What follows belongs to an exercise in optimizing a design on an open flow for small area and a short achievable clock period; a production flow would make more cautious choices. The RTL was checked by simulation tests, not by an equivalence proof against the original design. Power figures rest on the tool's default switching activity, not on a simulated workload.

--- design/flow/design.v ---
module sync_fifo #(
	parameter FIFO_DEPTH = 16	        ,
	parameter DATA_WIDTH = 32               ,
	parameter AW         = $clog2(FIFO_DEPTH) 
)
(
	input                   	i_clk            ,  
	input                   	i_rst_n          ,  
	input                   	i_valid_s        ,  
	input  [AW-1:0] 			i_almostfull_lvl ,  
	input  [DATA_WIDTH-1:0] 	i_datain         ,  
	input                   	i_ready_m        ,  
	input  [AW-1:0]				i_almostempty_lvl,  
	output                  	o_ready_s        ,  
	output                  	o_almostfull     ,  
	output                  	o_full           ,  
	output                  	o_valid_m        ,  
	output                  	o_almostempty    ,  
	output                  	o_empty          ,  
	output  [DATA_WIDTH-1:0] 	o_dataout           
);
	localparam RW = FIFO_DEPTH - 1;  
	logic [FIFO_DEPTH:1] ge;
	wire full   = ge[FIFO_DEPTH];
	wire nempty = ge[1];
	wire push   = i_valid_s & ~full;
	wire pop    = i_ready_m & nempty;
	wire inc    = push & ~pop;
	wire dec    = pop & ~push;
	wire [FIFO_DEPTH:1] ge_nx = inc ? {ge[FIFO_DEPTH-1:1], 1'b1} :
	                            dec ? {1'b0, ge[FIFO_DEPTH:2]}   : ge;
	always_ff @(posedge i_clk or negedge i_rst_n) begin
		if (~i_rst_n) ge <= '0;
		else          ge <= ge_nx;
	end
	assign o_full    = full;
	assign o_ready_s = ~full;
	assign o_valid_m = nempty;
	assign o_empty   = ~nempty;
	function automatic logic sel16(input logic [15:0] t, input logic [3:0] lvl);
		logic [3:0] lo, hi, y;
		lo = 4'b0001 << lvl[1:0];
		hi = 4'b0001 << lvl[3:2];
		for (int h = 0; h < 4; h++)
			y[h] = |(lo & t[4*h +: 4]);
		sel16 = |(hi & y);
	endfunction
	wire [15:0] ge0 = {ge[FIFO_DEPTH-1:1], 1'b1};  
	wire [15:0] le  = ~ge[FIFO_DEPTH:1];           
	assign o_almostfull  = sel16(ge0, i_almostfull_lvl);
	assign o_almostempty = sel16(le,  i_almostempty_lvl);
	wire ram_we = push & nempty & (ge[2] | ~pop);
	wire ram_re = pop & ge[2];
	wire h_load = pop | ~nempty;
	logic [3:0] wp;
	always_ff @(posedge i_clk or negedge i_rst_n) begin
		if (~i_rst_n)    wp <= 4'd1;
		else if (ram_we) wp <= {wp[2:0], wp[3] ^ wp[2]};
	end
	logic [RW:1] rp_oh;
	logic [RW:1] rp_nx;
	always_comb begin
		for (int i = 1; i <= RW; i++) begin
			rp_nx[i] = rp_oh[i];
		end
		if (ram_re) begin
			for (int j = 1; j <= RW; j++) begin
				rp_nx[{j[2:0], j[3] ^ j[2]}] = rp_oh[j];
			end
		end
	end
	logic [RW:1] hsel;
	logic        hsel_in;
	always_ff @(posedge i_clk or negedge i_rst_n) begin
		if (~i_rst_n) begin
			rp_oh   <= {{(RW-1){1'b0}}, 1'b1};
			hsel    <= '0;
			hsel_in <= 1'b1;
		end else begin
			rp_oh   <= rp_nx;
			hsel    <= rp_nx & {RW{ge_nx[2]}};
			hsel_in <= ~ge_nx[2];
		end
	end
	logic [DATA_WIDTH-1:0] mem [1:RW];
	logic [DATA_WIDTH-1:0] head;
	always_ff @(posedge i_clk) begin
		for (int i = 1; i <= RW; i++) begin
			if (ram_we && wp == i) mem[i] <= i_datain;
		end
	end
	logic [DATA_WIDTH-1:0] head_nx;
	always_comb begin
		head_nx = {DATA_WIDTH{hsel_in}} & i_datain;
		for (int i = 1; i <= RW; i++)
			head_nx = head_nx | ({DATA_WIDTH{hsel[i]}} & mem[i]);
	end
	always_ff @(posedge i_clk) begin
		if (h_load) head <= head_nx;
	end
	assign o_dataout = head;
endmodule
--- design/flow/flow/run.sh ---
#!/bin/bash
# Standard layout, with plain buffers on the ports instead of the
# delay cells buffer_ports picks by default.
cp standard.sh flow/standard.sh.seen 2>/dev/null
export BUFFER_PORTS_ARGS="-buffer_cell sky130_fd_sc_hd__buf_2"
bash standard.sh > standard.log 2>&1
--- design/flow/flow/standard.sh.seen ---
#!/bin/bash
# The standard flow's own layout of this design, on the ORFS make targets given (by default finish). After
# finish it leaves the final layout's DEF at /design/flow/out/final.def.
set -euo pipefail
make -C /OpenROAD-flow-scripts/flow DESIGN_CONFIG=/design/flow/config.mk WORK_HOME=/design/flow/orfs CLKGATE_MAP_FILE= SYNTH_SCRIPT=/design/flow/synth_recipe.tcl CAP_MARGIN=20 CORE_MARGIN=2 CORE_UTILIZATION=40 SETUP_SLACK_MARGIN=1.2 SLEW_MARGIN=20 "${@:-finish}"
if [[ -f /design/flow/orfs/results/sky130hd/sync_fifo/base/6_final.odb ]]; then
  : # left out here: write the final layout as DEF
fi
--- design/flow/standard.sh ---
#!/bin/bash
# synth_recipe.tcl (not shown) runs the flow's synth.tcl, then flattens the netlist and writes it again
# the make line also repeats each setting of config.mk as NAME=value (left out here)
make -C /OpenROAD-flow-scripts/flow DESIGN_CONFIG=/design/flow/config.mk WORK_HOME=/design/flow/orfs CLKGATE_MAP_FILE= SYNTH_SCRIPT=/design/flow/synth_recipe.tcl "${@:-finish}"
--- design/flow/config.mk ---
export PLATFORM = sky130hd
export DESIGN_NAME = sync_fifo
export DESIGN_NICKNAME = sync_fifo
export VERILOG_FILES = /design/flow/design.v
export SDC_FILE = /design/flow/constraint.sdc
export NUM_CORES = 4
export LEC_CHECK = 0
export CAP_MARGIN = 20
export CORE_MARGIN = 2
export CORE_UTILIZATION = 40
export SETUP_SLACK_MARGIN = 1.2
export SLEW_MARGIN = 20
--- design/flow/constraint.sdc ---
create_clock -name core_clock -period 4.0 [get_ports {i_clk}]
set_input_delay 0.8000 -clock core_clock [delete_from_list [all_inputs] [get_ports {i_clk}]]
set_output_delay 0.8000 -clock core_clock [all_outputs]
set_load 0.01 [all_outputs]
==> results_dict.tcl, run 1 <==
set metrics [dict create \
    final_max_slew_viol_count 0 \
    synth-compound-area-share 0.121 \
    drive_above_1_share 0.219 \
    cpPeakStageDelay_ps 450 \
    setup.worst_path.class "reg2out" \
    die_area_um2 52900 \
    worstPathMaxFanout 5 \
    firstDrtPassIters 5 \
    cp-start-kind "flip-flop" \
    cp_top_family "multiplexers" \
    post-route-period-util 0.726 \
    dp.cells 1789 \
    placement.io_buffers 81 \
    drt-initial-drc-count 999 \
    vias 11000 \
    setup_viol 0 \
    fin_nets 1234 \
    status "finished clean" \
    fmax_mhz 344 \
    antenna_found_initial 1 \
    rows 82 \
    cts_root_buf "clkbuf_16" \
    postCtsHoldBufs 0 \
    path_cells "mux4_2 > mux2_4 > a32o_1 > buf_2" \
    cts_buffers 56 \
    ys_seq_elements 563 \
    hold_slack_ps 171 \
    cts_tree "yes" \
    synth_top_family_by_area "compound AO/OA/AOI/OAI gates" \
    postRouteAntennaNets 0 \
    synth_xor_area_frac 0 \
    clock_path_buffers 3 \
    synthSimpleGateAreaFrac 0.0285 \
    hold_class "in2async" \
    critPathSlowestCell "mux4_2" \
    period_needed_ps 2900 \
    wl_mm 50.1 \
    syn_inst 1061 \
    synthAdderAreaFrac 0.00367 \
    grt_max_degree 33 \
    skew_ps 22.3 \
    initial_utilization 0.406 \
    rsz0062_at_grt "yes" \
    maxSlewHeadroom 0.329 \
    crit_required_ps 3200 \
    synth_area_um2 20400 \
    hold_viol_final 0 \
    grt_pass1_wl_mm 74.9 \
    stdcell_count 1903 \
    core_um2 50300 \
    htreeDepth 2 \
    synthMuxAreaShare 0.0183 \
    clk_latency_ps 600 \
    n_antenna_cell 0 \
    drcViolationCount 0 \
    clock_sinks 563 \
    ys_warn_count 2 \
    grt_pass1_vias 11400 \
    tightest_slew_ps 1010 \
    cp_data_arrival_time_ps 2100 \
    avgRoutedWirePerCell_um 26.3 \
    overflow 0 \
    io_pins 82 \
    ys_seq_area_frac 0.815 \
    synth_nets 1111 \
    avgViaCountPerCell 5.79 \
    avgSynthCellArea_um2 19.3 \
    ir_drop_mv 0.329 \
    place_congestion 0.772 \
    pwr_density_cell_nw_per_um2 554 \
    die_h_um 230 \
    dpl.hpwl_mm 27.1 \
    grt_usage 0.192 \
    critPathBufInv 1 \
    setup_tns_ps 0 \
    cp-end-kind "primary output" \
    clkSlewWorstSetupHoldPaths_ps 60 \
    max_cap_viol_count 0 \
    syn2layout_area_growth_pct 15.9 \
    ys_types 38 \
    p_leak_uw 0.00789 \
    die_w_um 230 \
]
==> cell families (layout without fill, tap and decap cells) <==
| family | count (synthesis) | in the layout |
|---|---|---|
| mux | 27 | 27 |
| fa+ha+maj | 6 | 6 |
| compound gates | 293 | 293 |
| flops | 563 | 563 |
| simple gates | 102 | 102 |
| buf+inv | 70 | 240 |
==> routing by layer <==
metal | track usage | up-vias | share of wire
met5 | 0 | - | 0.00026
met4 | 0.0482 | 2 | 0.020
met3 | 0.0355 | 71 | 0.067
met2 | 0.313 | 420 | 0.48
met1 | 0.266 | 5763 | 0.43
li1 | - | 4761 | -
==> layout make-up <==
class	instances	area, µm²
Clock buffer	73	1520
Clock inverter	32	275
Fill cell	4227	26600
Inverter	10	37.5
Multi-Input combinational cell	428	3580
Sequential cell	563	16700
Tap cell	672	841
Timing Repair Buffer	125	756
==> synthesized netlist by cell type <==
cell / number / area, µm²
a211oi_1: 1 / 7.51
a21oi_1: 3 / 15.0
a221oi_1: 128 / 1120
a22o_1: 128 / 1120
a22oi_1: 12 / 90.1
a31oi_1: 1 / 6.26
a32o_1: 1 / 10.0
and2_1: 8 / 50.1
and3_1: 1 / 6.26
and4_1: 4 / 35.0
buf_1: 3 / 11.3
buf_2: 2 / 10.0
buf_4: 1 / 7.51
buf_6: 1 / 11.3
clkbuf_1: 53 / 199
dfrtp_1: 48 / 1200
dfstp_2: 3 / 78.8
edfxtp_1: 512 / 15400
ha_1: 6 / 75.1
inv_1: 9 / 33.8
inv_2: 1 / 3.75
mux2_1: 1 / 11.3
mux2_2: 16 / 180
mux2i_1: 4 / 40.0
mux4_1: 2 / 52.6
mux4_2: 4 / 90.1
nand2_1: 27 / 101
nand2_2: 2 / 12.5
nand2b_1: 2 / 12.5
nand3_1: 1 / 5.00
nand4_1: 32 / 200
nor2_1: 3 / 11.3
nor2b_1: 16 / 100
nor3b_1: 2 / 15.0
nor4b_1: 3 / 26.3
o2111ai_1: 1 / 8.76
o21ai_0: 18 / 90.1
or3_2: 1 / 7.51
==> layout by cell type (no fill, tap or decap), drive strengths merged, types with 2 or more instances in the layout <==
cell type	count
inv	12
buf	125
nor2	3
a21oi	3
edfxtp	512
dfstp	3
mux2	17
a22oi	12
nor3b	2
nand2	29
nor4b	3
clkinvlp	3
bufinv	4
mux2i	4
a221oi	128
nand4	32
dfrtp	48
nor2b	16
nand2b	2
a22o	128
and4	4
and2	8
mux4	6
clkinv	23
ha	6
clkbuf	73
o21ai	18
==> report_power, final <==
| group | switching [µW] | internal (µW) |
|---|---|---|
| clock network | 2160 | 2930 |
| logic | 651 | 370 |
| registers | 213 | 6800 |
==> repair_timing <==
| action | 4_1_cts | 5_1_grt |
|---|---|---|
| pin swaps | 0 | 1 |
| gates resized for setup | 9 | 8 |
| endpoints found under the hold margin | 0 | 0 |
| setup buffers | 8 | 1 |
| setup endpoints to repair | 2 | 2 |
==> final timing paths <==
check                                   start                    end  slack (ps)  cells past startpoint
max                        ge[12]$_DFFE_PN0P_           o_almostfull        1100                      4
max in group asynchronous             i_rst_n      wp[0]$_DFFE_PN1P_        3020                      2
min in group core_clock    rp_oh[4]$_DFF_PN0_     rp_oh[9]$_DFF_PN0_         520                      1
min reg2reg                rp_oh[4]$_DFF_PN0_     rp_oh[9]$_DFF_PN0_         520                      1
max reg2reg                ge[16]$_DFFE_PN0P_  mem[13][22]$_DFFE_PP_        1440                      4
min                                   i_rst_n     ge[16]$_DFFE_PN0P_         170                      1
==> flip-flops by register name, indices dropped and copies added, names as in the netlist <==
name and flops:
hsel 15, hsel_in 1, ge 16, rp_oh 15
wp 4, head 32, mem 480
==> metrics by stage <==
stage	instance area (µm²)	power (µW)	setup slack, ps	utilization
3_3_place_gp	21800	8130	1040	0.434
6_report	23700	13100	1100	0.471
5_1_grt	23700	13600	1040	0.471
4_1_cts	23600	13200	1060	0.470
2_1_floorplan	20500	7620	1210	-
3_5_place_dp	21800	8150	971	0.434
==> run 2: changes to the inputs <==
==> design/flow/flow/run.sh (replaced) <==
#!/bin/bash
# Standard layout with two changes:
#  - plain buffers on the ports instead of the delay cells buffer_ports
#    picks by default;
#  - the two threshold flags re-mapped by hand in the synthesized netlist
#    (flow/patch_flags.py), registers untouched.
set -euo pipefail
export BUFFER_PORTS_ARGS="-buffer_cell sky130_fd_sc_hd__buf_2"
R=orfs/results/sky130hd/sync_fifo/base
bash standard.sh synth > synth.log 2>&1
python3 flow/patch_flags.py $R/1_2_yosys.v > patch.log 2>&1
rm -f $R/1_synth.odb
bash standard.sh > standard.log 2>&1
==> design/flow/flow/patch_flags.py (new file) <==
#!/usr/bin/env python3
"""Re-map the two threshold flags of the synthesized netlist by hand.

o_almostfull  = T[i_almostfull_lvl],  T[0] = 1, T[k] = ge[k]   (n >= k)
o_almostempty = !G[i_almostempty_lvl], G[k] = ge[k+1]           (!(n >= k+1))

Yosys/ABC maps these 16:1 selections onto two levels of mux4 cells, whose
select-to-output delay is long. Here each is rebuilt as a decode of each
half of the threshold and two AOI/NAND levels. The cone the synthesis made
for each flag is removed. Registers are not touched.

usage: patch_flags.py NETLIST.v  (rewritten in place)
"""
import re, sys

path = sys.argv[1]
src = open(path).read()
m = re.search(r'^module sync_fifo\(.*?\);\n', src, re.M | re.S)
head_end = m.end()
end = src.rindex('endmodule')
body = src[head_end:end]

# split body into declarations/assigns and cell instances
stmt_re = re.compile(r'  (sky130_fd_sc_hd__\w+)\s+(\S+)\s*\((.*?)\);\n', re.S)
cells = []
decl = []
pos = 0
for mm in stmt_re.finditer(body):
    decl.append(body[pos:mm.start()])
    pins = [(p, n.strip()) for p, n in re.findall(r'\.(\w+)\(([^()]*)\)', mm.group(3))]
    cells.append({'type': mm.group(1), 'name': mm.group(2), 'pins': pins})
    pos = mm.end()
decl.append(body[pos:])
decl = ''.join(decl)
if re.search(r'^\s*assign\b', decl, re.M):
    sys.exit('patch_flags: netlist has assign statements; not patching')

OUTPINS = {'X', 'Y', 'Q', 'Q_N', 'COUT', 'SUM', 'HI', 'LO'}
def outs(c): return [n for p, n in c['pins'] if p in OUTPINS]
def ins(c): return [n for p, n in c['pins'] if p not in OUTPINS]

# flop Q nets of the occupancy thermometer
ge = {}
for c in cells:
    mm = re.match(r'\\ge\[(\d+)\]\$', c['name'])
    if mm:
        q = dict(c['pins'])['Q']
        ge[int(mm.group(1))] = q
assert sorted(ge) == list(range(1, 17)), sorted(ge)

# remove the cones that drive the two flags
ports = {'o_almostfull', 'o_almostempty'}
driver = {}
for c in cells:
    for n in outs(c):
        driver[n] = c
loads = {}
for c in cells:
    for n in ins(c):
        loads.setdefault(n, []).append(c['name'])
portnets = set(re.findall(r'output (?:\[\d+:\d+\] )?(\w+);', src[:head_end] + decl))
dead = set()
work = [driver[p]['name'] for p in ports]
byname = {c['name']: c for c in cells}
while work:
    nm = work.pop()
    if nm in dead:
        continue
    c = byname[nm]
    if 'df' in c['type']:
        continue
    # a cell is dead if each of its outputs feeds only dead cells or a flag port
    ok = True
    for n in outs(c):
        if n in portnets and n not in ports:
            ok = False
        if any(l not in dead for l in loads.get(n, [])):
            ok = False
    if not ok:
        continue
    dead.add(nm)
    for n in ins(c):
        if n in driver:
            work.append(driver[n]['name'])
cells = [c for c in cells if c['name'] not in dead]
print(f'patch_flags: removed {len(dead)} cells', file=sys.stderr)

new = []
wires = []
cnt = [0]
def w(tag):
    cnt[0] += 1
    n = f'flagw_{tag}_{cnt[0]}'
    wires.append(n)
    return n
def cell(t, **pins):
    cnt[0] += 1
    new.append({'type': 'sky130_fd_sc_hd__' + t, 'name': f'flagc_{cnt[0]}',
                'pins': list(pins.items())})

def decode(s1, s0, tag):
    d = [w(tag) for _ in range(4)]
    cell('nor2_1', A=s1, B=s0, Y=d[0])            # !s1 & !s0
    cell('nor2b_1', A=s1, B_N=s0, Y=d[1])         # !s1 &  s0
    cell('nor2b_1', A=s0, B_N=s1, Y=d[2])         #  s1 & !s0
    cell('and2_1', A=s1, B=s0, X=d[3])            #  s1 &  s0
    return d

def sel16(D, s, out, invert, tag):
    """out = D[s] (or !D[s]); D[k] is a net name or the constant 1."""
    L = decode(s[1], s[0], tag + 'l')
    H = decode(s[3], s[2], tag + 'h')
    Y = []
    for h in range(4):
        half = []
        for a, b in ((0, 1), (2, 3)):
            y = w(tag + 'a')
            da, db = D[4*h + a], D[4*h + b]
            if da == 1:
                cell('a21oi_1', A1=L[b], A2=db, B1=L[a], Y=y)
            else:
                cell('a22oi_1', A1=L[a], A2=da, B1=L[b], B2=db, Y=y)
            half.append(y)
        yy = w(tag + 'y')
        cell('nand2_1', A=half[0], B=half[1], Y=yy)
        Y.append(yy)
    z0, z1 = w(tag + 'z'), w(tag + 'z')
    cell('a22oi_1', A1=H[0], A2=Y[0], B1=H[1], B2=Y[1], Y=z0)
    cell('a22oi_1', A1=H[2], A2=Y[2], B1=H[3], B2=Y[3], Y=z1)
    if invert:
        cell('and2_1', A=z0, B=z1, X=out)
    else:
        cell('nand2_1', A=z0, B=z1, Y=out)

af_s = [f'i_almostfull_lvl[{i}]' for i in range(4)]
ae_s = [f'i_almostempty_lvl[{i}]' for i in range(4)]
sel16([1] + [ge[k] for k in range(1, 16)], af_s, 'o_almostfull', False, 'af')
sel16([ge[k + 1] for k in range(16)], ae_s, 'o_almostempty', True, 'ae')

def fmt(c):
    pins = ',\n'.join(f'    .{p}({n} )' if n.startswith('\\') else f'    .{p}({n})'
                       for p, n in c['pins'])
    return f'  {c["type"]} {c["name"]} (\n{pins}\n  );\n'

# drop declarations of wires that no longer exist
used = set()
for c in cells + new:
    for p, n in c['pins']:
        used.add(re.sub(r'\[\d+\]$', '', n.lstrip('\\').strip()))
out_decl = []
for line in decl.splitlines(keepends=True):
    mm = re.match(r'\s*wire (?:\[\d+:\d+\] )?(\S+)\s*;', line)
    if mm and mm.group(1).lstrip('\\') not in used and mm.group(1) not in portnets:
        continue
    out_decl.append(line)
decl = ''.join(out_decl)
decl += ''.join(f'  wire {n};\n' for n in wires)
open(path, 'w').write(src[:head_end] + decl + ''.join(fmt(c) for c in cells + new) + src[end:])
print(f'patch_flags: added {len(new)} cells', file=sys.stderr)
--- a/design/flow/config.mk
+++ b/design/flow/config.mk
@@ -8,5 +8,7 @@
 export CAP_MARGIN = 20
 export CORE_MARGIN = 2
 export CORE_UTILIZATION = 40
-export SETUP_SLACK_MARGIN = 1.2
+export CTS_CLUSTER_DIAMETER = 150
+export CTS_CLUSTER_SIZE = 24
+export SETUP_SLACK_MARGIN = 1.6
 export SLEW_MARGIN = 20
removed: design/flow/flow/standard.sh.seen
==> run 2 against run 1 <==
  * Still clean
  * Total power down 16%
  * Setup slack better by 320 ps
  * Cell count down 2.2%
  * Non-clock buffer count up 1
  * Routed wire length down 1.3%
  * Global-route usage down 0.75 points
  * Synthesized cell count up 2.2%
==> results_dict.tcl, run 2 <==
set metrics [dict create \
    tightest_slew_ps 1090 \
    cts_tree "yes" \
    rr_worst_depth 4 \
    synth_nets 1134 \
    timing.rr.end "mem[13][28]$_DFFE_PP_" \
    cts_root_buf "clkbuf_16" \
    drt-initial-drc-count 1195 \
    setup_viol 0 \
    dpl.hpwl_mm 26.4 \
    antenna_found_initial 1 \
    ir_drop_mv 0.334 \
    top_regs "mem x480, head x32, ge x16" \
    rsz0062_at_grt "yes" \
    initial_utilization 0.407 \
    post-route-period-util 0.647 \
    clock_path_buffers 3 \
    final_max_slew_viol_count 0 \
    max_cap_viol_count 0 \
    status "finished clean" \
    maxSlewHeadroom 0.274 \
    grt_max_degree 51 \
    fillers 4319 \
    grt_usage 0.184 \
    top_register "mem" \
    wl_mm 49.4 \
    final_common_cell "edfxtp_1" \
    path_cells "buf_2 > nor2b_2 > a22oi_1 > nand2_1 > a22oi_1 > and2_1 > buf_2" \
    core_um2 50300 \
    skew_ps 21.2 \
    rrSetupSlack_ps 1420 \
    avgRoutedWirePerCell_um 26.6 \
    place_congestion 0.785 \
    final_cell_mix "edfxtp_1, a22o_1, a221oi_1" \
    grt_pass1_vias 10900 \
    cp_data_arrival_time_ps 1790 \
    syn_inst 1084 \
    overflow 0 \
    worst_hold_path.endpoint "rp_oh[9]$_DFF_PN0_" \
    n_antenna_cell 0 \
    worstPathMaxFanout 4 \
    die_area_um2 52900 \
    pwr_density_cell_nw_per_um2 485 \
    avgSynthCellArea_um2 18.9 \
    firstDrtPassIters 5 \
    hold_slack_ps 520 \
    io_pins 82 \
    avgViaCountPerCell 5.92 \
    hold_viol_final 0 \
    htreeDepth 1 \
    critPathSlowestCell "a22oi_1" \
    postRouteAntennaNets 0 \
    placement.io_buffers 81 \
    largest_reg_flops 480 \
    critPathBufInv 2 \
    cts_buffers 27 \
    cp_top_family "simple AND/OR/NAND/NOR gates" \
    drcViolationCount 0 \
    clk_latency_ps 580 \
    die_w_um 230 \
    vias 11000 \
    rows 82 \
    drive_above_1_share 0.178 \
    cp-start-kind "primary input" \
    syn2layout_area_growth_pct 11.3 \
    ys_warn_count 2 \
    clock_sinks 563 \
    hold_class "reg2reg" \
    r2r_start "ge[16]$_DFFE_PN0P_" \
    hold_path_depth 1 \
    hold_start "rp_oh[4]$_DFF_PN0_" \
    setup.worst_path.class "in2out" \
    cpPeakStageDelay_ps 200 \
    synth_area_um2 20400 \
    fin_nets 1230 \
    die_h_um 230 \
    clkSlewWorstSetupHoldPaths_ps 80 \
    period_needed_ps 2590 \
    cp-end-kind "primary output" \
    crit_required_ps 3200 \
    fmax_mhz 386 \
    p_leak_uw 0.00743 \
    setup_tns_ps 0 \
    grt_pass1_wl_mm 73.0 \
]
-- run 2: worst max-delay path by stage --
| stage | startpoint | slack, ps | endpoint | depth (start not counted) |
|---|---|---|---|---|
| after floorplan | i_valid_s | 1260 | mem[12][0]$_DFFE_PP_ | 3 |
| after global placement | i_valid_s | 1050 | mem[13][21]$_DFFE_PP_ | 5 |
| after detailed placement | i_valid_s | 1020 | mem[13][21]$_DFFE_PP_ | 5 |
| after CTS | ge[16]$_DFFE_PN0P_ | 1410 | mem[1][21]$_DFFE_PP_ | 5 |
| after global routing | ge[16]$_DFFE_PN0P_ | 1270 | mem[13][21]$_DFFE_PP_ | 4 |
| final | i_almostempty_lvl[1] | 1410 | o_almostempty | 7 |
-- run 2: worst register-to-register path: stages (launching register included) --
cell	delay, ps
dfrtp_1	470
nor2b_4	200
nand3_4	170
nor3b_1	390
and2_2	940
-- run 2: cell type report --
| cell class | count | area [µm²] | area share |
|---|---|---|---|
| clock buffer | 37 | 713 | 0.0314 |
| tap | 672 | 841 | 0.0370 |
| multi-input combinational | 454 | 3680 | 0.162 |
| inverter | 8 | 30.0 | 0.00132 |
| timing repair buffer | 126 | 800 | 0.0351 |
| clock inverter | 1 | 16.3 | 0.000715 |
| sequential | 563 | 16700 | 0.733 |
-- run 2: report_power, final --
| part | internal (µW) | leakage, µW | switching, µW |
|---|---|---|---|
| clock network | 1250 | 0.000351 | 1730 |
| registers | 6790 | 0.00534 | 211 |
| logic | 383 | 0.00173 | 659 |
-- run 2: layer usage --
metal  share of wire  GRT usage
met1            0.44      0.271
met2            0.48      0.299
met3           0.064     0.0207
met4           0.017     0.0365
met5         0.00028          0
-- run 2: timing repair --
item,4_1_cts,5_1_grt
hold buffers,1,0
gates resized for setup,19,14
buffers inserted,6,3
endpoints found under the setup margin,164,167
pin swaps,14,3
hold endpoints to repair,1,0
-- run 2: metrics by stage --
stage	utilization	instance area, µm²	total power, µW	setup WS, ps	std cells
CTS	0.451	22700	11100	1410	1858
detailed placement	0.434	21800	8150	1020	1813
floorplan	-	20500	7620	1260	1084
finish	0.452	22700	11000	1410	1861
global placement	0.434	21800	8130	1050	1813
global route	0.452	22700	11400	1270	1861
==> run 3: changes to the inputs <==
--- a/design/flow/config.mk
+++ b/design/flow/config.mk
@@ -9,6 +9,6 @@
 export CORE_MARGIN = 2
 export CORE_UTILIZATION = 40
 export CTS_CLUSTER_DIAMETER = 150
-export CTS_CLUSTER_SIZE = 24
+export CTS_CLUSTER_SIZE = 30
 export SETUP_SLACK_MARGIN = 1.6
 export SLEW_MARGIN = 20
==> run 3 against run 2 <==
  * Synthesized cell count unchanged
  * Setup slack better by 26 ps
  * Design area down 0.35%
  * Critical endpoint is now mem[13][9]$_DFFE_PP_
  * Largest power group unchanged
  * Highest routed layer unchanged
==> results_dict.tcl, run 3 <==
set metrics [dict create \
    grt_pass1_wl_mm 72.8 \
    stdcell_count 1855 \
    drcViolationCount 0 \
    cts_tree "yes" \
    multi_input_area_um2 3710 \
    worstPathMaxFanout 32 \
    top_regs "mem x480, head x32, ge x16" \
    cp-start-kind "flip-flop" \
    fin_nets 1225 \
    max_cap_viol_count 0 \
    grt_usage 0.184 \
    placement.io_buffers 81 \
    die_w_um 230 \
    avgViaCountPerCell 5.95 \
    skew_ps 22.4 \
    cts_root_buf "clkbuf_16" \
    cts_buffers 22 \
    final_max_slew_viol_count 0 \
    die_h_um 230 \
    top_register "mem" \
    synth_nets 1134 \
    maxSlewHeadroom 0.278 \
    setup_viol 0 \
    p_leak_uw 0.00737 \
    status "finished clean" \
    syn_inst 1084 \
    grt_max_degree 51 \
    syn2layout_area_growth_pct 10.9 \
    dpl.hpwl_mm 26.4 \
    dp.cells 1813 \
    io_pins 82 \
    clock_sinks 563 \
    fmax_mhz 390 \
    setup_tns_ps 0 \
    grt_pass1_vias 10800 \
    ys_warn_count 2 \
    avgRoutedWirePerCell_um 26.7 \
    initial_utilization 0.407 \
    post-route-period-util 0.641 \
    vias 11000 \
    drive_above_1_share 0.185 \
    crit_required_ps 4190 \
    clock_path_buffers 3 \
    n_antenna_cell 0 \
    rsz0062_at_grt "yes" \
    power_uw 10800 \
    final_cell_mix "edfxtp_1, a22o_1, a221oi_1" \
    firstDrtPassIters 5 \
    hold_class "reg2reg" \
    postRouteAntennaNets 0 \
    drt-initial-drc-count 1117 \
    place_congestion 0.785 \
    rows 82 \
    final_util 0.451 \
    cp-end-kind "flip-flop" \
    htreeDepth 1 \
    avgSynthCellArea_um2 18.9 \
    die_area_um2 52900 \
    wl_mm 49.5 \
    overflow 0 \
    setup.worst_path.class "reg2reg" \
    tightest_slew_ps 1080 \
    hold_viol_final 0 \
    core_um2 50300 \
    clk_latency_ps 580 \
    period_needed_ps 2560 \
    cp_data_arrival_time_ps 2750 \
    pwr_density_cell_nw_per_um2 477 \
    fillers 4321 \
    register_area_um2 16700 \
    antenna_found_initial 1 \
    ir_drop_mv 0.318 \
    synth_area_um2 20400 \
    clkSlewWorstSetupHoldPaths_ps 110 \
    final_common_cell "edfxtp_1" \
    largest_reg_flops 480 \
]
## run 3: critical path: stages (launching register included)
cell	delay (ps)
dfrtp_2	470
nor2b_4	190
nand3_4	170
nor3b_1	390
and2_2	940
## run 3: where the power goes
group / total (µW) / switching, µW / internal [µW] / leakage [µW]
sequential: 7010 / 213 / 6790 / 0.00533
combinational: 1050 / 667 / 385 / 0.00174
clock: 2750 / 1680 / 1070 / 0.000297
## run 3: repair_timing
action,4_1_cts,5_1_grt
cloned,0,0
hold buffers,1,0
endpoints found under the setup margin,164,167
resized for setup,27,19
endpoints found under the hold margin,1,0
pin swaps,16,4
setup buffers,8,1
## run 3: layer usage
metal,vias to the layer above,track usage,share of wire
li1,4726,-,-
met1,5849,0.271,0.44
met2,393,0.298,0.48
met3,59,0.0207,0.060
met4,2,0.0363,0.018
met5,-,0,0.00026
## run 3: worst paths after layout
check / startpoint / endpoint / slack (ps) / cells past startpoint
setup reg to reg: ge[16]$_DFFE_PN0P_ / mem[13][9]$_DFFE_PP_ / 1440 / 4
min in group asynchronous: i_rst_n / ge[16]$_DFFE_PN0P_ / 550 / 2
max in group asynchronous: i_rst_n / ge[9]$_DFFE_PN0P_ / 2620 / 3
setup / recovery: ge[16]$_DFFE_PN0P_ / mem[13][9]$_DFFE_PP_ / 1440 / 4
hold / removal: rp_oh[9]$_DFF_PN0_ / rp_oh[9]$_DFF_PN0_ / 520 / 1
hold reg to reg: rp_oh[9]$_DFF_PN0_ / rp_oh[9]$_DFF_PN0_ / 520 / 1
## run 3: through the flow
step,setup WS (ps),instance area (µm²),hold WS (ps)
final,1440,22700,525
after CTS,1420,22600,531
after detailed placement,1020,21800,506
after global placement,1050,21800,492
after floorplan,1260,20500,466
after global routing,1310,22700,544
## run 3: layout make-up
type / instances / area share
Timing Repair Buffer: 126 / 0.0354
Tap cell: 672 / 0.0371
Sequential cell: 563 / 0.735
Clock inverter: 1 / 0.000386
Clock buffer: 31 / 0.0267
Inverter: 8 / 0.00132
Multi-Input combinational cell: 454 / 0.164
==> run 4: changes to the inputs <==
--- a/design/flow/design.v
+++ b/design/flow/design.v
@@ -57,36 +57,30 @@
 		if (~i_rst_n)    wp <= 4'd1;
 		else if (ram_we) wp <= {wp[2:0], wp[3] ^ wp[2]};
 	end
-	logic [RW:1] rp_oh;
-	logic [RW:1] rp_nx;
+	logic [RW:1] wdec;
 	always_comb begin
-		for (int i = 1; i <= RW; i++) begin
-			rp_nx[i] = rp_oh[i];
-		end
+		for (int i = 1; i <= RW; i++) wdec[i] = (wp == i);
+	end
+	logic [RW:1] hsel;
+	logic [RW:1] hsel_rot;
+	always_comb begin
+		hsel_rot = hsel;
 		if (ram_re) begin
 			for (int j = 1; j <= RW; j++) begin
-				rp_nx[{j[2:0], j[3] ^ j[2]}] = rp_oh[j];
+				hsel_rot[{j[2:0], j[3] ^ j[2]}] = hsel[j];
 			end
 		end
 	end
-	logic [RW:1] hsel;
-	logic        hsel_in;
 	always_ff @(posedge i_clk or negedge i_rst_n) begin
-		if (~i_rst_n) begin
-			rp_oh   <= {{(RW-1){1'b0}}, 1'b1};
-			hsel    <= '0;
-			hsel_in <= 1'b1;
-		end else begin
-			rp_oh   <= rp_nx;
-			hsel    <= rp_nx & {RW{ge_nx[2]}};
-			hsel_in <= ~ge_nx[2];
-		end
+		if (~i_rst_n) hsel <= '0;
+		else          hsel <= (ge[2] ? hsel_rot : wdec) & {RW{ge_nx[2]}};
 	end
+	wire hsel_in = ~ge[2];
 	logic [DATA_WIDTH-1:0] mem [1:RW];
 	logic [DATA_WIDTH-1:0] head;
 	always_ff @(posedge i_clk) begin
 		for (int i = 1; i <= RW; i++) begin
-			if (ram_we && wp == i) mem[i] <= i_datain;
+			if (ram_we && wdec[i]) mem[i] <= i_datain;
 		end
 	end
 	logic [DATA_WIDTH-1:0] head_nx;
==> design/flow/flow/run.sh (replaced) <==
#!/bin/bash
# Standard layout with three changes:
#  - plain buffers on the ports instead of the delay cells buffer_ports
#    picks by default;
#  - the two threshold flags re-mapped by hand in the synthesized netlist
#    (flow/patch_flags.py), registers untouched;
#  - clock tree: leaf clusters of up to 25 registers, no dummy loads.
set -euo pipefail
export BUFFER_PORTS_ARGS="-buffer_cell sky130_fd_sc_hd__buf_1"
export CTS_ARGS="-sink_clustering_enable -repair_clock_nets -sink_clustering_size 25 -sink_clustering_max_diameter 150 -dont_use_dummy_load"
R=orfs/results/sky130hd/sync_fifo/base
bash standard.sh synth > synth.log 2>&1
python3 flow/patch_flags.py $R/1_2_yosys.v > patch.log 2>&1
rm -f $R/1_synth.odb
bash standard.sh > standard.log 2>&1
--- a/design/flow/flow/patch_flags.py
+++ b/design/flow/flow/patch_flags.py
@@ -2,7 +2,7 @@
 """Re-map the two threshold flags of the synthesized netlist by hand.
 
 o_almostfull  = T[i_almostfull_lvl],  T[0] = 1, T[k] = ge[k]   (n >= k)
-o_almostempty = !G[i_almostempty_lvl], G[k] = ge[k+1]           (!(n >= k+1))
+o_almostempty = G[i_almostempty_lvl], G[k] = !ge[k+1]           (n <= k)
 
 Yosys/ABC maps these 16:1 selections onto two levels of mux4 cells, whose
 select-to-output delay is long. Here each is rebuilt as a decode of each
@@ -106,36 +106,40 @@
     cell('and2_1', A=s1, B=s0, X=d[3])            #  s1 &  s0
     return d
 
-def sel16(D, s, out, invert, tag):
-    """out = D[s] (or !D[s]); D[k] is a net name or the constant 1."""
-    L = decode(s[1], s[0], tag + 'l')
+def sel16(D, s, out, tag):
+    """out = D[s]; D[k] is a net name or the constant 1.
+
+    The low half of the threshold selects through two levels of inverting
+    2:1 muxes, the high half through a decode and one AOI/NAND level."""
     H = decode(s[3], s[2], tag + 'h')
     Y = []
     for h in range(4):
-        half = []
-        for a, b in ((0, 1), (2, 3)):
-            y = w(tag + 'a')
-            da, db = D[4*h + a], D[4*h + b]
+        m = []
+        for a in (0, 2):
+            y = w(tag + 'm')
+            da, db = D[4*h + a], D[4*h + a + 1]
             if da == 1:
-                cell('a21oi_1', A1=L[b], A2=db, B1=L[a], Y=y)
+                cell('nor2b_1', A=db, B_N=s[0], Y=y)    # !(s0 ? db : 1)
             else:
-                cell('a22oi_1', A1=L[a], A2=da, B1=L[b], B2=db, Y=y)
-            half.append(y)
+                cell('mux2i_1', A0=da, A1=db, S=s[0], Y=y)
+            m.append(y)
         yy = w(tag + 'y')
-        cell('nand2_1', A=half[0], B=half[1], Y=yy)
+        cell('mux2i_1', A0=m[0], A1=m[1], S=s[1], Y=yy)
         Y.append(yy)
     z0, z1 = w(tag + 'z'), w(tag + 'z')
     cell('a22oi_1', A1=H[0], A2=Y[0], B1=H[1], B2=Y[1], Y=z0)
     cell('a22oi_1', A1=H[2], A2=Y[2], B1=H[3], B2=Y[3], Y=z1)
-    if invert:
-        cell('and2_1', A=z0, B=z1, X=out)
-    else:
-        cell('nand2_1', A=z0, B=z1, Y=out)
+    cell('nand2_1', A=z0, B=z1, Y=out)
+
+def inv(n, tag):
+    y = w(tag)
+    cell('inv_1', A=n, Y=y)
+    return y
 
 af_s = [f'i_almostfull_lvl[{i}]' for i in range(4)]
 ae_s = [f'i_almostempty_lvl[{i}]' for i in range(4)]
-sel16([1] + [ge[k] for k in range(1, 16)], af_s, 'o_almostfull', False, 'af')
-sel16([ge[k + 1] for k in range(16)], ae_s, 'o_almostempty', True, 'ae')
+sel16([1] + [ge[k] for k in range(1, 16)], af_s, 'o_almostfull', 'af')
+sel16([inv(ge[k + 1], 'aen') for k in range(16)], ae_s, 'o_almostempty', 'ae')
 
 def fmt(c):
     pins = ',\n'.join(f'    .{p}({n} )' if n.startswith('\\') else f'    .{p}({n})'
--- a/design/flow/config.mk
+++ b/design/flow/config.mk
@@ -8,7 +8,5 @@
 export CAP_MARGIN = 20
 export CORE_MARGIN = 2
 export CORE_UTILIZATION = 40
-export CTS_CLUSTER_DIAMETER = 150
-export CTS_CLUSTER_SIZE = 30
 export SETUP_SLACK_MARGIN = 1.6
 export SLEW_MARGIN = 20
==> run 4 against run 3 <==
  * Still clean
  * Cell count grew 1.2%
  * Total power grew 12%
  * Clock skew increased by 2.0 ps
  * Maximum frequency decreased by 0.18%
  * Sequential power rose by 2%
  * Core utilization is 0.34 points lower
  * Worst hold slack got worse by 190 ps
  * Register-to-register slack better by 300 ps
  * Via count grew 2.0%
  * Critical endpoint is now o_almostfull
==> results_dict.tcl, run 4 <==
set metrics [dict create \
    synth_nets 1188 \
    p_int_uw 8740 \
    critPathBufInv 2 \
    grt_usage 0.192 \
    cp_common_cell "mux2i_1" \
    placement.io_buffers 81 \
    initial_utilization 0.407 \
    rsz0062_at_grt "yes" \
    postRouteAntennaNets 0 \
    syn_inst 1138 \
    met1Wirelength_mm 22.2 \
    critPathSlowestCell "dfrtp_1" \
    place_area_um2 21700 \
    synth_area_um2 20500 \
    cp_top_family "flip-flops" \
    status "finished clean" \
    clock_path_buffers 3 \
    swShare 0.277 \
    cp-start-kind "flip-flop" \
    clock_sinks 547 \
    hold_viol_final 0 \
    pwr_density_cell_nw_per_um2 538 \
    firstDrtPassIters 5 \
    cp_data_arrival_time_ps 1770 \
    avgViaCountPerCell 5.99 \
    grt_pass1_vias 11100 \
    rows 82 \
    cts_root_buf "clkbuf_16" \
    p_leak_uw 0.00709 \
    antenna_found_initial 2 \
    routed.top_layer "met5" \
    dpl.hpwl_mm 28.7 \
    drcViolationCount 0 \
    setup.worst_path.class "reg2out" \
    final_cell_mix "edfxtp_1, a22o_1, a221oi_1" \
    syn2layout_area_growth_pct 9.98 \
    dp.cells 1845 \
    period_needed_ps 2570 \
    setup_viol 0 \
    top_regs "mem x480, head x32, ge x16" \
    cp-end-kind "primary output" \
    final_max_slew_viol_count 0 \
    final_common_cell "edfxtp_1" \
    cts_buffers 25 \
    power_uw 12100 \
    grt_max_degree 36 \
    stdcell_count 1878 \
    path_cells "buf_12 > mux2i_1 > mux2i_1 > a22oi_1 > nand2_1 > buf_2" \
    place_congestion 0.748 \
    postCtsHoldBufs 0 \
    ir_drop_mv 0.364 \
    largest_reg_flops 480 \
    max_cap_viol_count 0 \
    startpoint "ge[2]$_DFF_PN0_" \
    cp-endpoint "o_almostfull" \
    wl_mm 51.8 \
    clkSlewWorstSetupHoldPaths_ps 110 \
    die_area_um2 53000 \
    fin_ws_ps 1430 \
    ys_warn_count 2 \
    die_h_um 230 \
    maxSlewHeadroom 0.299 \
    p_clk_frac 0.230 \
    drt-initial-drc-count 1394 \
    comb_power_share 0.181 \
    p_switching_uw 3360 \
    io_pins 82 \
    setup_tns_ps 0 \
    core_um2 50300 \
    top_register "mem" \
    grt_pass1_wl_mm 75.5 \
    n_antenna_cell 0 \
    fmax_mhz 390 \
    post-route-period-util 0.642 \
    avgSynthCellArea_um2 18.0 \
    fillers 4371 \
    timing.rr.end "mem[13][28]$_DFFE_PP_" \
    pre_cts_ws_ps 886 \
    die_w_um 230 \
    clk_latency_ps 590 \
    drive_above_1_share 0.0954 \
    vias 11200 \
    htreeDepth 1 \
    tightest_slew_ps 1050 \
    worstPathMaxFanout 3 \
    avgRoutedWirePerCell_um 27.6 \
    overflow 0 \
    wl_met2_mm 25.3 \
    cpPeakStageDelay_ps 420 \
    rr_worst_depth 7 \
    crit_required_ps 3200 \
    rrSetupSlack_ps 1740 \
    p_seq_frac 0.589 \
    cts_tree "yes" \
    fin_area_um2 22500 \
    wl_met3_mm 3.62 \
    hold_class "in2async" \
    fin_nets 1258 \
    r2r_start "ge[2]$_DFF_PN0_" \
    crit_cells 6 \
    skew_ps 24.4 \
]
[run 4: cell type report]
cell class / count / area [µm²] / share of cell area
clock buffer: 25 / 626 / 0.0278
inverter: 24 / 90.1 / 0.00400
multi-input combinational: 486 / 3800 / 0.169
sequential: 547 / 16300 / 0.723
tap: 672 / 841 / 0.0374
timing repair buffer: 124 / 870 / 0.0387
[run 4: through the flow]
step,hold WS [ps],utilization
floorplan,504,-
global route,411,0.447
finish,332,0.447
global placement,552,0.432
CTS,360,0.447
detailed placement,546,0.432
[run 4: what timing repair did]
action                                  in CTS  in global routing
pin swaps                                    3                  0
gates cloned                                 2                  0
endpoints found under the setup margin     342                 69
resized for setup                            9                  6
setup buffers                                5                  1
[run 4: worst min path at each step]
stage | cells past startpoint | startpoint | end | slack, ps
final | 1 | i_rst_n | ge[12]$_DFFE_PN0P_ | 330
after global routing | 1 | i_rst_n | ge[12]$_DFFE_PN0P_ | 410
after CTS | 1 | i_rst_n | ge[12]$_DFFE_PN0P_ | 360
after detailed placement | 2 | mem[13][27]$_DFFE_PP_ | head[27]$_DFFE_PP_ | 550
after global placement | 2 | mem[13][27]$_DFFE_PP_ | head[27]$_DFFE_PP_ | 550
after floorplan | 0 | i_rst_n | ge[10]$_DFFE_PN0P_ | 500
[run 4: layer usage]
| metal | vias to the layer above | GRT usage |
|---|---|---|
| li1 | 4849 | - |
| met1 | 5931 | 0.269 |
| met2 | 417 | 0.325 |
| met3 | 44 | 0.0243 |
| met4 | 4 | 0.0341 |
| met5 | - | 0 |
[run 4: power groups by stage]
stage / registers, µW / clock network (µW) / logic (µW)
detailed placement: 7250 / 0 / 2030
global placement: 7250 / 0 / 2030
floorplan: 7120 / 0 / 1190
finish: 7130 / 2780 / 2190
CTS: 7130 / 2810 / 2200
global route: 7170 / 2990 / 2360
==> run 5: changes to the inputs <==
--- a/design/flow/design.v
+++ b/design/flow/design.v
@@ -61,21 +61,19 @@
 	always_comb begin
 		for (int i = 1; i <= RW; i++) wdec[i] = (wp == i);
 	end
-	logic [RW:1] hsel;
-	logic [RW:1] hsel_rot;
+	logic [RW:1] rp_oh;
+	logic [RW:1] rp_rot;
 	always_comb begin
-		hsel_rot = hsel;
-		if (ram_re) begin
-			for (int j = 1; j <= RW; j++) begin
-				hsel_rot[{j[2:0], j[3] ^ j[2]}] = hsel[j];
-			end
+		for (int j = 1; j <= RW; j++) begin
+			rp_rot[{j[2:0], j[3] ^ j[2]}] = rp_oh[j];
 		end
 	end
 	always_ff @(posedge i_clk or negedge i_rst_n) begin
-		if (~i_rst_n) hsel <= '0;
-		else          hsel <= (ge[2] ? hsel_rot : wdec) & {RW{ge_nx[2]}};
+		if (~i_rst_n)    rp_oh <= {{(RW-1){1'b0}}, 1'b1};
+		else if (ram_re) rp_oh <= rp_rot;
 	end
-	wire hsel_in = ~ge[2];
+	wire [RW:1] hsel    = rp_oh & {RW{ge[2]}};
+	wire        hsel_in = ~ge[2];
 	logic [DATA_WIDTH-1:0] mem [1:RW];
 	logic [DATA_WIDTH-1:0] head;
 	always_ff @(posedge i_clk) begin
==> design/flow/flow/run.sh (replaced) <==
#!/bin/bash
# Standard layout with three changes:
#  - plain buffers on the ports instead of the delay cells buffer_ports
#    picks by default;
#  - the two threshold flags re-mapped by hand in the synthesized netlist
#    (flow/patch_flags.py), registers untouched;
#  - clock tree: clkbuf_16 root, clkbuf_8 leaves driving up to 14
#    registers each, no dummy loads.
set -euo pipefail
export BUFFER_PORTS_ARGS="-buffer_cell sky130_fd_sc_hd__buf_1"
export CTS_ARGS="-sink_clustering_enable -repair_clock_nets -sink_clustering_size 14 -sink_clustering_max_diameter 100 -dont_use_dummy_load -buf_list sky130_fd_sc_hd__clkbuf_8 -root_buf sky130_fd_sc_hd__clkbuf_16"
R=orfs/results/sky130hd/sync_fifo/base
bash standard.sh synth > synth.log 2>&1
python3 flow/patch_flags.py $R/1_2_yosys.v > patch.log 2>&1
rm -f $R/1_synth.odb
bash standard.sh > standard.log 2>&1
==> run 5 against run 4 <==
  * Die area down 0.47%
  * Clock skew is 23 ps higher
  * Sequential power shrank 3.9%
  * Core utilization fell by 0.19 points
  * Critical path type unchanged
  * Critical endpoint unchanged
  * Largest cell class unchanged
==> results_dict.tcl, run 5 <==
set metrics [dict create \
    status "finished clean" \
    cpPeakStageDelay_ps 400 \
    fmax_mhz 405 \
    cp_data_arrival_time_ps 1670 \
    clock_sinks 547 \
    grt_usage 0.192 \
    wl_mm 50.7 \
    grt_pass1_vias 11000 \
    rsz0062_at_grt "yes" \
    fin_nets 1251 \
    n_antenna_cell 0 \
    firstDrtPassIters 6 \
    top_regs "mem x480, head x32, ge x16" \
    cts_tree "yes" \
    syn2layout_area_growth_pct 9.82 \
    synth_nets 1145 \
    avgRoutedWirePerCell_um 27.1 \
    hold_class "in2async" \
    largest_reg_flops 480 \
    cp_common_cell "mux2i_1" \
    placement.io_buffers 81 \
    p_seq_frac 0.634 \
    skew_ps 47.4 \
    core_um2 50200 \
    final_max_slew_viol_count 0 \
    crit_required_ps 3200 \
    antenna_found_initial 0 \
    drive_above_1_share 0.133 \
    path_cells "buf_4 > mux2i_1 > mux2i_1 > a22oi_1 > nand2_1 > buf_2" \
    cp_top_family "flip-flops" \
    vias 11000 \
    overflow 0 \
    final_cell_mix "edfxtp_1, buf_1, a22oi_1" \
    initial_utilization 0.406 \
    pwr_density_cell_nw_per_um2 483 \
    die_area_um2 52700 \
    clk_latency_ps 560 \
    top_register "mem" \
    postRouteAntennaNets 0 \
    setup_tns_ps 0 \
    swShare 0.244 \
    max_cap_viol_count 0 \
    worstPathMaxFanout 3 \
    clock_path_buffers 3 \
    die_h_um 230 \
    grt_max_degree 69 \
    setup_viol 0 \
    fin_area_um2 22400 \
    pre_cts_ws_ps 813 \
    cts_root_buf "clkbuf_16" \
    htreeDepth 2 \
    place_area_um2 21500 \
    place_congestion 0.768 \
    final_util 0.446 \
    clkSlewWorstSetupHoldPaths_ps 90 \
    setup.worst_path.class "reg2out" \
    p_clk_frac 0.263 \
    cts_buffers 45 \
    fin_ws_ps 1530 \
    tightest_slew_ps 1040 \
    die_w_um 230 \
    drt-initial-drc-count 1401 \
    critPathBufInv 2 \
    cp-start-kind "flip-flop" \
    post-route-period-util 0.618 \
    ir_drop_mv 0.240 \
    postCtsHoldBufs 0 \
    ys_warn_count 2 \
    synth_area_um2 20400 \
    final_common_cell "edfxtp_1" \
    avgSynthCellArea_um2 18.6 \
    cp-end-kind "primary output" \
    p_leak_uw 0.00687 \
    grt_pass1_wl_mm 74.4 \
    drcViolationCount 0 \
    dpl.hpwl_mm 28.2 \
    p_switching_uw 2630 \
    critPathSlowestCell "dfrtp_1" \
    maxSlewHeadroom 0.307 \
    period_needed_ps 2470 \
    rows 82 \
    avgViaCountPerCell 5.87 \
    p_int_uw 8170 \
    syn_inst 1096 \
    hold_viol_final 0 \
    io_pins 82 \
    comb_power_share 0.103 \
]
==> run 5: final timing paths <==
check	startpoint	to	slack [ps]	cells past startpoint
worst max-delay path	ge[12]$_DFFE_PN0P_	o_almostfull	1530	6
worst min-delay path	i_rst_n	ge[6]$_DFFE_PN0P_	360	1
worst max register to register	ge[1]$_DFFE_PN0P_	mem[8][2]$_DFFE_PP_	1640	5
worst min register to register	ge[16]$_DFFE_PN0P_	ge[16]$_DFFE_PN0P_	580	2
max in group asynchronous	i_rst_n	ge[5]$_DFFE_PN0P_	3030	1
min in group core_clock	ge[16]$_DFFE_PN0P_	ge[16]$_DFFE_PN0P_	580	2
==> run 5: repair_timing <==
| action | in CTS | in global routing |
|---|---|---|
| resized for setup | 19 | 14 |
| setup endpoints to repair | 259 | 95 |
| pin swaps | 3 | 4 |
| buffers inserted | 16 | 3 |
==> run 5: area by class of cell <==
cell class / instances / area [µm²]
fillers: 4266 / 27800
flip-flops and latches: 547 / 16300
multi-input cells: 453 / 3650
repair buffers: 135 / 841
well taps: 672 / 841
clock buffers: 45 / 676
inverters: 20 / 75.1
==> run 5: per-layer routing <==
metal  GRT usage  vias up  routed length, µm
li1            -     4739                  -
met1       0.275     5745              22300
met2       0.299      454              23700
met3      0.0365       59               3860
met4      0.0540        0                837
met5           0        -                  0
==> run 5: power by group through the flow <==
stage | clock network, µW | logic (µW) | registers, µW
6_report | 2840 | 1110 | 6850
5_1_grt | 3100 | 1210 | 6890
4_1_cts | 2920 | 1110 | 6850
3_5_place_dp | 0 | 1020 | 6990
3_3_place_gp | 0 | 1020 | 6980
2_1_floorplan | 0 | 519 | 6990
==> run 5: metrics by stage <==
step	hold WS (ps)	instances	power, µW
final	362	1872	10800
after global routing	424	1872	11200
after CTS	368	1869	10900
after detailed placement	561	1808	8020
after global placement	564	1808	8000
after floorplan	504	1096	7510
==> run 6: changes to the inputs <==
==> design/flow/flow/run.sh (replaced) <==
#!/bin/bash
# Standard layout with three changes:
#  - plain buffers on the ports instead of the delay cells buffer_ports
#    picks by default;
#  - the head register's next-word logic and the two threshold flags
#    re-mapped by hand in the synthesized netlist (flow/patch_netlist.py),
#    registers untouched;
#  - clock tree: clkbuf_16 root, clkbuf_8 leaves driving up to 14
#    registers each, no dummy loads.
set -euo pipefail
export BUFFER_PORTS_ARGS="-buffer_cell sky130_fd_sc_hd__buf_1"
export CTS_ARGS="-sink_clustering_enable -repair_clock_nets -sink_clustering_size 14 -sink_clustering_max_diameter 100 -dont_use_dummy_load -buf_list sky130_fd_sc_hd__clkbuf_8 -root_buf sky130_fd_sc_hd__clkbuf_16"
R=orfs/results/sky130hd/sync_fifo/base
bash standard.sh synth > synth.log 2>&1
python3 flow/patch_netlist.py $R/1_2_yosys.v > patch.log 2>&1
rm -f $R/1_synth.odb
bash standard.sh > standard.log 2>&1
==> design/flow/flow/patch_netlist.py (new file) <==
#!/usr/bin/env python3
"""Re-map two parts of the synthesized netlist by hand.

1. The head register's next-word logic. Yosys/ABC maps the 16-way
   AND-OR (15 file words selected by the one-hot read pointer, gated by
   ge[2], plus the input word while the file is empty) with more area
   than needed; here each bit gets five a222oi, one nand2, two nand3 and
   an or2, with the 16 selects decoded once and shared by all bits.

2. The two threshold flags.

o_almostfull  = T[i_almostfull_lvl],  T[0] = 1, T[k] = ge[k]   (n >= k)
o_almostempty = G[i_almostempty_lvl], G[k] = !ge[k+1]           (n <= k)

Yosys/ABC maps these 16:1 selections onto two levels of mux4 cells, whose
select-to-output delay is long. Here each is rebuilt as a decode of each
half of the threshold and two AOI/NAND levels. The cone the synthesis made
for each flag is removed. Registers are not touched.

usage: patch_flags.py NETLIST.v  (rewritten in place)
"""
import re, sys

path = sys.argv[1]
src = open(path).read()
m = re.search(r'^module sync_fifo\(.*?\);\n', src, re.M | re.S)
head_end = m.end()
end = src.rindex('endmodule')
body = src[head_end:end]

# split body into declarations/assigns and cell instances
stmt_re = re.compile(r'  (sky130_fd_sc_hd__\w+)\s+(\S+)\s*\((.*?)\);\n', re.S)
cells = []
decl = []
pos = 0
for mm in stmt_re.finditer(body):
    decl.append(body[pos:mm.start()])
    pins = [(p, n.strip()) for p, n in re.findall(r'\.(\w+)\(([^()]*)\)', mm.group(3))]
    cells.append({'type': mm.group(1), 'name': mm.group(2), 'pins': pins})
    pos = mm.end()
decl.append(body[pos:])
decl = ''.join(decl)
if re.search(r'^\s*assign\b', decl, re.M):
    sys.exit('patch_flags: netlist has assign statements; not patching')

OUTPINS = {'X', 'Y', 'Q', 'Q_N', 'COUT', 'SUM', 'HI', 'LO'}
def outs(c): return [n for p, n in c['pins'] if p in OUTPINS]
def ins(c): return [n for p, n in c['pins'] if p not in OUTPINS]

# flop Q nets of the occupancy thermometer
ge = {}
for c in cells:
    mm = re.match(r'\\ge\[(\d+)\]\$', c['name'])
    if mm:
        q = dict(c['pins'])['Q']
        ge[int(mm.group(1))] = q
assert sorted(ge) == list(range(1, 17)), sorted(ge)

# remove the cones that drive the two flags
ports = {'o_almostfull', 'o_almostempty'}
driver = {}
for c in cells:
    for n in outs(c):
        driver[n] = c
loads = {}
for c in cells:
    for n in ins(c):
        loads.setdefault(n, []).append(c['name'])
portnets = set(re.findall(r'output (?:\[\d+:\d+\] )?(\w+);', src[:head_end] + decl))
dead = set()
work = [driver[p]['name'] for p in ports]
byname = {c['name']: c for c in cells}
while work:
    nm = work.pop()
    if nm in dead:
        continue
    c = byname[nm]
    if 'df' in c['type']:
        continue
    # a cell is dead if each of its outputs feeds only dead cells or a flag port
    ok = True
    for n in outs(c):
        if n in portnets and n not in ports:
            ok = False
        if any(l not in dead for l in loads.get(n, [])):
            ok = False
    if not ok:
        continue
    dead.add(nm)
    for n in ins(c):
        if n in driver:
            work.append(driver[n]['name'])
cells = [c for c in cells if c['name'] not in dead]
print(f'patch_flags: removed {len(dead)} cells', file=sys.stderr)

new = []
wires = []
cnt = [0]
def w(tag):
    cnt[0] += 1
    n = f'flagw_{tag}_{cnt[0]}'
    wires.append(n)
    return n
def cell(t, **pins):
    cnt[0] += 1
    new.append({'type': 'sky130_fd_sc_hd__' + t, 'name': f'flagc_{cnt[0]}',
                'pins': list(pins.items())})

def decode(s1, s0, tag):
    d = [w(tag) for _ in range(4)]
    cell('nor2_1', A=s1, B=s0, Y=d[0])            # !s1 & !s0
    cell('nor2b_1', A=s1, B_N=s0, Y=d[1])         # !s1 &  s0
    cell('nor2b_1', A=s0, B_N=s1, Y=d[2])         #  s1 & !s0
    cell('and2_1', A=s1, B=s0, X=d[3])            #  s1 &  s0
    return d

def sel16(D, s, out, tag):
    """out = D[s]; D[k] is a net name or the constant 1.

    The low half of the threshold selects through two levels of inverting
    2:1 muxes, the high half through a decode and one AOI/NAND level."""
    H = decode(s[3], s[2], tag + 'h')
    Y = []
    for h in range(4):
        m = []
        for a in (0, 2):
            y = w(tag + 'm')
            da, db = D[4*h + a], D[4*h + a + 1]
            if da == 1:
                cell('nor2b_1', A=db, B_N=s[0], Y=y)    # !(s0 ? db : 1)
            else:
                cell('mux2i_1', A0=da, A1=db, S=s[0], Y=y)
            m.append(y)
        yy = w(tag + 'y')
        cell('mux2i_1', A0=m[0], A1=m[1], S=s[1], Y=yy)
        Y.append(yy)
    z0, z1 = w(tag + 'z'), w(tag + 'z')
    cell('a22oi_1', A1=H[0], A2=Y[0], B1=H[1], B2=Y[1], Y=z0)
    cell('a22oi_1', A1=H[2], A2=Y[2], B1=H[3], B2=Y[3], Y=z1)
    cell('nand2_1', A=z0, B=z1, Y=out)

def inv(n, tag):
    y = w(tag)
    cell('inv_1', A=n, Y=y)
    return y


# ---- head register next-word logic ----
mem = {}
rp = {}
head = {}
for c in cells:
    mm = re.match(r'\\mem\[(\d+)\]\[(\d+)\]\$', c['name'])
    if mm:
        mem[int(mm.group(1)), int(mm.group(2))] = dict(c['pins'])['Q']
    mm = re.match(r'\\rp_oh\[(\d+)\]\$', c['name'])
    if mm:
        rp[int(mm.group(1))] = dict(c['pins'])['Q']
    mm = re.match(r'\\head\[(\d+)\]\$', c['name'])
    if mm:
        head[int(mm.group(1))] = c
NW = len(rp)
NB = len(head)
assert sorted(rp) == list(range(1, NW + 1)) and NW == 15, sorted(rp)
assert len(mem) == NW * NB, len(mem)

# remove the cells that only feed head D pins
hd_nets = {dict(c['pins'])['D'] for c in head.values()}
driver = {}
for c in cells:
    for n in outs(c):
        driver[n] = c
loads = {}
for c in cells:
    for p, n in c['pins']:
        if p not in OUTPINS:
            loads.setdefault(n, []).append((c['name'], p))
byname = {c['name']: c for c in cells}
headnames = {c['name'] for c in head.values()}
dead = set()
work = [driver[n]['name'] for n in hd_nets if n in driver]
while work:
    nm = work.pop()
    if nm in dead:
        continue
    c = byname[nm]
    if 'df' in c['type']:
        continue
    ok = True
    for n in outs(c):
        if n in portnets:
            ok = False
        for l, p in loads.get(n, []):
            if l in dead or (l in headnames and p == 'D'):
                continue
            ok = False
    if not ok:
        continue
    dead.add(nm)
    for n in ins(c):
        if n in driver:
            work.append(driver[n]['name'])
cells = [c for c in cells if c['name'] not in dead]
print(f'patch: head logic: removed {len(dead)} cells', file=sys.stderr)

sel = {}
for i in range(1, NW + 1):
    sel[i] = w('hsel')
    cell('and2_4', A=rp[i], B=ge[2], X=sel[i])
sel_in = w('hselin')
cell('inv_4', A=ge[2], Y=sel_in)
for b, hc in sorted(head.items()):
    lo = []
    for g in range(5):
        y = w('hm')
        i0, i1, i2 = 3*g + 1, 3*g + 2, 3*g + 3
        cell('a222oi_1', A1=sel[i0], A2=mem[i0, b], B1=sel[i1], B2=mem[i1, b],
             C1=sel[i2], C2=mem[i2, b], Y=y)
        lo.append(y)
    y = w('hm')
    cell('nand2_1', A=sel_in, B=f'i_datain[{b}]', Y=y)
    lo.append(y)
    n0, n1, d = w('hn'), w('hn'), w('hd')
    cell('nand3_1', A=lo[0], B=lo[1], C=lo[2], Y=n0)
    cell('nand3_1', A=lo[3], B=lo[4], C=lo[5], Y=n1)
    cell('or2_1', A=n0, B=n1, X=d)
    hc['pins'] = [(p, d if p == 'D' else n) for p, n in hc['pins']]

af_s = [f'i_almostfull_lvl[{i}]' for i in range(4)]
ae_s = [f'i_almostempty_lvl[{i}]' for i in range(4)]
sel16([1] + [ge[k] for k in range(1, 16)], af_s, 'o_almostfull', 'af')
sel16([inv(ge[k + 1], 'aen') for k in range(16)], ae_s, 'o_almostempty', 'ae')

def fmt(c):
    pins = ',\n'.join(f'    .{p}({n} )' if n.startswith('\\') else f'    .{p}({n})'
                       for p, n in c['pins'])
    return f'  {c["type"]} {c["name"]} (\n{pins}\n  );\n'

# drop declarations of wires that no longer exist
used = set()
for c in cells + new:
    for p, n in c['pins']:
        used.add(re.sub(r'\[\d+\]$', '', n.lstrip('\\').strip()))
out_decl = []
for line in decl.splitlines(keepends=True):
    mm = re.match(r'\s*wire (?:\[\d+:\d+\] )?(\S+)\s*;', line)
    if mm and mm.group(1).lstrip('\\') not in used and mm.group(1) not in portnets:
        continue
    out_decl.append(line)
decl = ''.join(out_decl)
decl += ''.join(f'  wire {n};\n' for n in wires)
open(path, 'w').write(src[:head_end] + decl + ''.join(fmt(c) for c in cells + new) + src[end:])
print(f'patch_flags: added {len(new)} cells', file=sys.stderr)
removed: design/flow/flow/patch_flags.py
==> run 6 against run 5 <==
  * Combinational power fell by 8%
  * Sequential share of layout area rose by 1.2 points
  * Core utilization fell by 0.49 points
  * Area after synthesis fell by 1.5%
  * Critical path depth did not move
  * Maximum frequency rose by 1.0%
  * Routed wire length fell by 6.0%
  * Design area fell by 1.7%
  * Cell count fell by 1.7%
  * Clock power barely moved
  * Clock skew fell by 1.2 ps
  * Critical path type is now in2out
  * Critical endpoint is now o_almostempty
==> results_dict.tcl, run 6 <==
set metrics [dict create \
    status "finished clean" \
    cts_root_buf "clkbuf_16" \
    cts_tree "yes" \
    antenna_found_initial 2 \
    drcViolationCount 0 \
    stdcell_count 1840 \
    setup_viol 0 \
    rsz0062_at_grt "yes" \
    clock_sinks 547 \
    dpl.hpwl_mm 25.0 \
    fillers 4341 \
    grt_pass1_wl_mm 68.6 \
    cts_buffers 45 \
    top_register "mem" \
    p_switching_uw 2540 \
    postCtsHoldBufs 0 \
    ys_warn_count 2 \
    top_regs "mem x480, head x32, ge x16" \
    firstDrtPassIters 10 \
    drt-initial-drc-count 1649 \
    dp.cells 1778 \
    clk_latency_ps 530 \
    cp-end-kind "primary output" \
    swShare 0.239 \
    hold_class "in2async" \
    avgSynthCellArea_um2 19.1 \
    skew_ps 46.2 \
    die_area_um2 51900 \
    rows 82 \
    syn_inst 1050 \
    maxSlewHeadroom 0.396 \
    synth_area_um2 20100 \
    die_w_um 228 \
    postRouteAntennaNets 0 \
    crit_required_ps 3200 \
    cp-start-kind "primary input" \
    cp-endpoint "o_almostempty" \
    final_common_cell "edfxtp_1" \
    power_uw 10600 \
    max_cap_viol_count 0 \
    tightest_slew_ps 906 \
    avgViaCountPerCell 5.86 \
    htreeDepth 2 \
    cp_common_cell "mux2i_1" \
    placement.io_buffers 81 \
    core_um2 49900 \
    startpoint "i_almostempty_lvl[0]" \
    rr_worst_depth 6 \
    period_needed_ps 2450 \
    r2r_start "ge[2]$_DFFE_PN0P_" \
    setup_tns_ps 0 \
    overflow 0 \
    setup.worst_path.class "in2out" \
    initial_utilization 0.402 \
    place_area_um2 21100 \
    p_clk_frac 0.266 \
    final_max_slew_viol_count 0 \
    comb_power_share 0.096 \
    n_antenna_cell 0 \
    ir_drop_mv 0.234 \
    worstPathMaxFanout 8 \
    path_cells "buf_4 > mux2i_1 > mux2i_1 > a22oi_1 > nand2_1 > buf_2" \
    grt_usage 0.176 \
    p_seq_frac 0.638 \
    syn2layout_area_growth_pct 9.58 \
    final_cell_mix "edfxtp_1, a222oi_1, buf_1" \
    place_congestion 0.771 \
    cpPeakStageDelay_ps 210 \
    clkSlewWorstSetupHoldPaths_ps 90 \
    avgRoutedWirePerCell_um 25.9 \
    grt_max_degree 36 \
    hold_viol_final 0 \
    p_int_uw 8080 \
    vias 10800 \
    timing.rr.end "head[30]$_DFFE_PP_" \
    drive_above_1_share 0.134 \
    hold_slack_ps 362 \
    largest_reg_flops 480 \
    critPathSlowestCell "mux2i_1" \
    io_pins 82 \
    p_leak_uw 0.00715 \
    synth_nets 1099 \
    rrSetupSlack_ps 1620 \
    wl_mm 47.7 \
    post-route-period-util 0.611 \
    clock_path_buffers 3 \
    cp_data_arrival_time_ps 1650 \
    fin_area_um2 22000 \
    fin_nets 1219 \
    fmax_mhz 409 \
    pwr_density_cell_nw_per_um2 483 \
    die_h_um 228 \
    grt_pass1_vias 10600 \
]
-- run 6: worst min-delay path by stage --
stage	start	endpoint	slack (ps)	cells after the start
after floorplan	i_rst_n	ge[10]$_DFFE_PN0P_	500	0
after global placement	rp_oh[5]$_DFFE_PN0P_	rp_oh[11]$_DFFE_PN0P_	510	1
after detailed placement	rp_oh[14]$_DFFE_PN0P_	rp_oh[14]$_DFFE_PN0P_	520	1
after CTS	i_rst_n	ge[7]$_DFFE_PN0P_	360	1
after global routing	i_rst_n	ge[8]$_DFFE_PN0P_	410	1
final	i_rst_n	ge[7]$_DFFE_PN0P_	360	1
-- run 6: power by group through the flow --
stage          sequential, µW  combinational (µW)  clock [µW]
2_1_floorplan            6920                 483           0
3_3_place_gp             6920                 898           0
3_5_place_dp             6930                 918           0
4_1_cts                  6780                1020        2910
5_1_grt                  6810                1120        3100
6_report                 6770                1020        2820
-- run 6: critical path: cells and delay by family --
| kind | cells | cell delay [ps] |
|---|---|---|
| buffers and inverters | 2 | 310 |
| AOI/OAI and AO/OA | 1 | 180 |
| muxes | 2 | 300 |
| and+or+nand+nor | 1 | 60 |
-- run 6: metal layers --
| layer | track usage | vias up | wire [µm] |
|---|---|---|---|
| met3 | 0.0346 | 85 | 3870 |
| met4 | 0.0519 | 2 | 1240 |
| met5 | 0 | - | 12 |
| li1 | - | 4661 | - |
| met1 | 0.245 | 5528 | 20100 |
| met2 | 0.281 | 501 | 22400 |
-- run 6: per-stage QoR --
stage,utilization,setup slack (ps)
after floorplan,-,1750
after detailed placement,0.424,867
after CTS,0.440,1530
final,0.441,1550
after global routing,0.441,1430
after global placement,0.424,992
-- run 6: timing repair --
action,in CTS,in global routing
pin swaps,6,9
setup endpoints to repair,451,66
gates cloned,2,3
resized for setup,22,8
buffers inserted,9,3
-- run 6: layout make-up --
class,count,area [µm²],area share
flip-flops and latches,547,16300,0.740
multi-input cells,441,3530,0.161
well taps,672,841,0.0383
clock buffers,45,676,0.0307
repair buffers,114,579,0.0264
inverters,21,81.3,0.00370

## static timing again, ports no longer ideal
The flow's constraints put no driver on any port. The routed layouts listed below were extracted and timed again, unchanged, in two steps.
Step 1 assumes that a clkbuf_16 drives the clock port and a buf_2 every other input.
Step 2 also shifts input and output timing later by t, the mid clock arrival at the registers, as if the neighbouring blocks saw the same clock.
Slacks: ideal / step 1 / step 2; pairs: ideal / step 1.
| run | t, ns | setup WS [ns] | worst setup path at the end | clock arrival spread, ns | worst data-port slew with drivers (ns) |
|---|---|---|---|---|---|
| run 1 | 0.651 | 1.096 / 1.038 / 1.001 | input to register | 0.026 / 0.026 | 0.10 |
| run 2 | 0.621 | 1.412 / 1.394 / 1.001 | input to register | 0.021 / 0.021 | 0.07 |
| run 3 | 0.623 | 1.438 / 1.425 / 1.005 | input to register | 0.024 / 0.024 | 0.07 |
| run 4 | 0.625 | 1.433 / 1.378 / 1.335 | input to register | 0.030 / 0.029 | 0.09 |
| run 5 | 0.596 | 1.529 / 1.474 / 1.246 | input to register | 0.048 / 0.048 | 0.09 |
| run 6 | 0.576 | 1.554 / 1.521 / 1.273 | input to register | 0.071 / 0.071 | 0.06 |
After both steps every run listed still meets setup and hold. The setup slack of run 3, which loses most, moves by -0.013 ns with the drivers and by -0.433 ns with both steps.
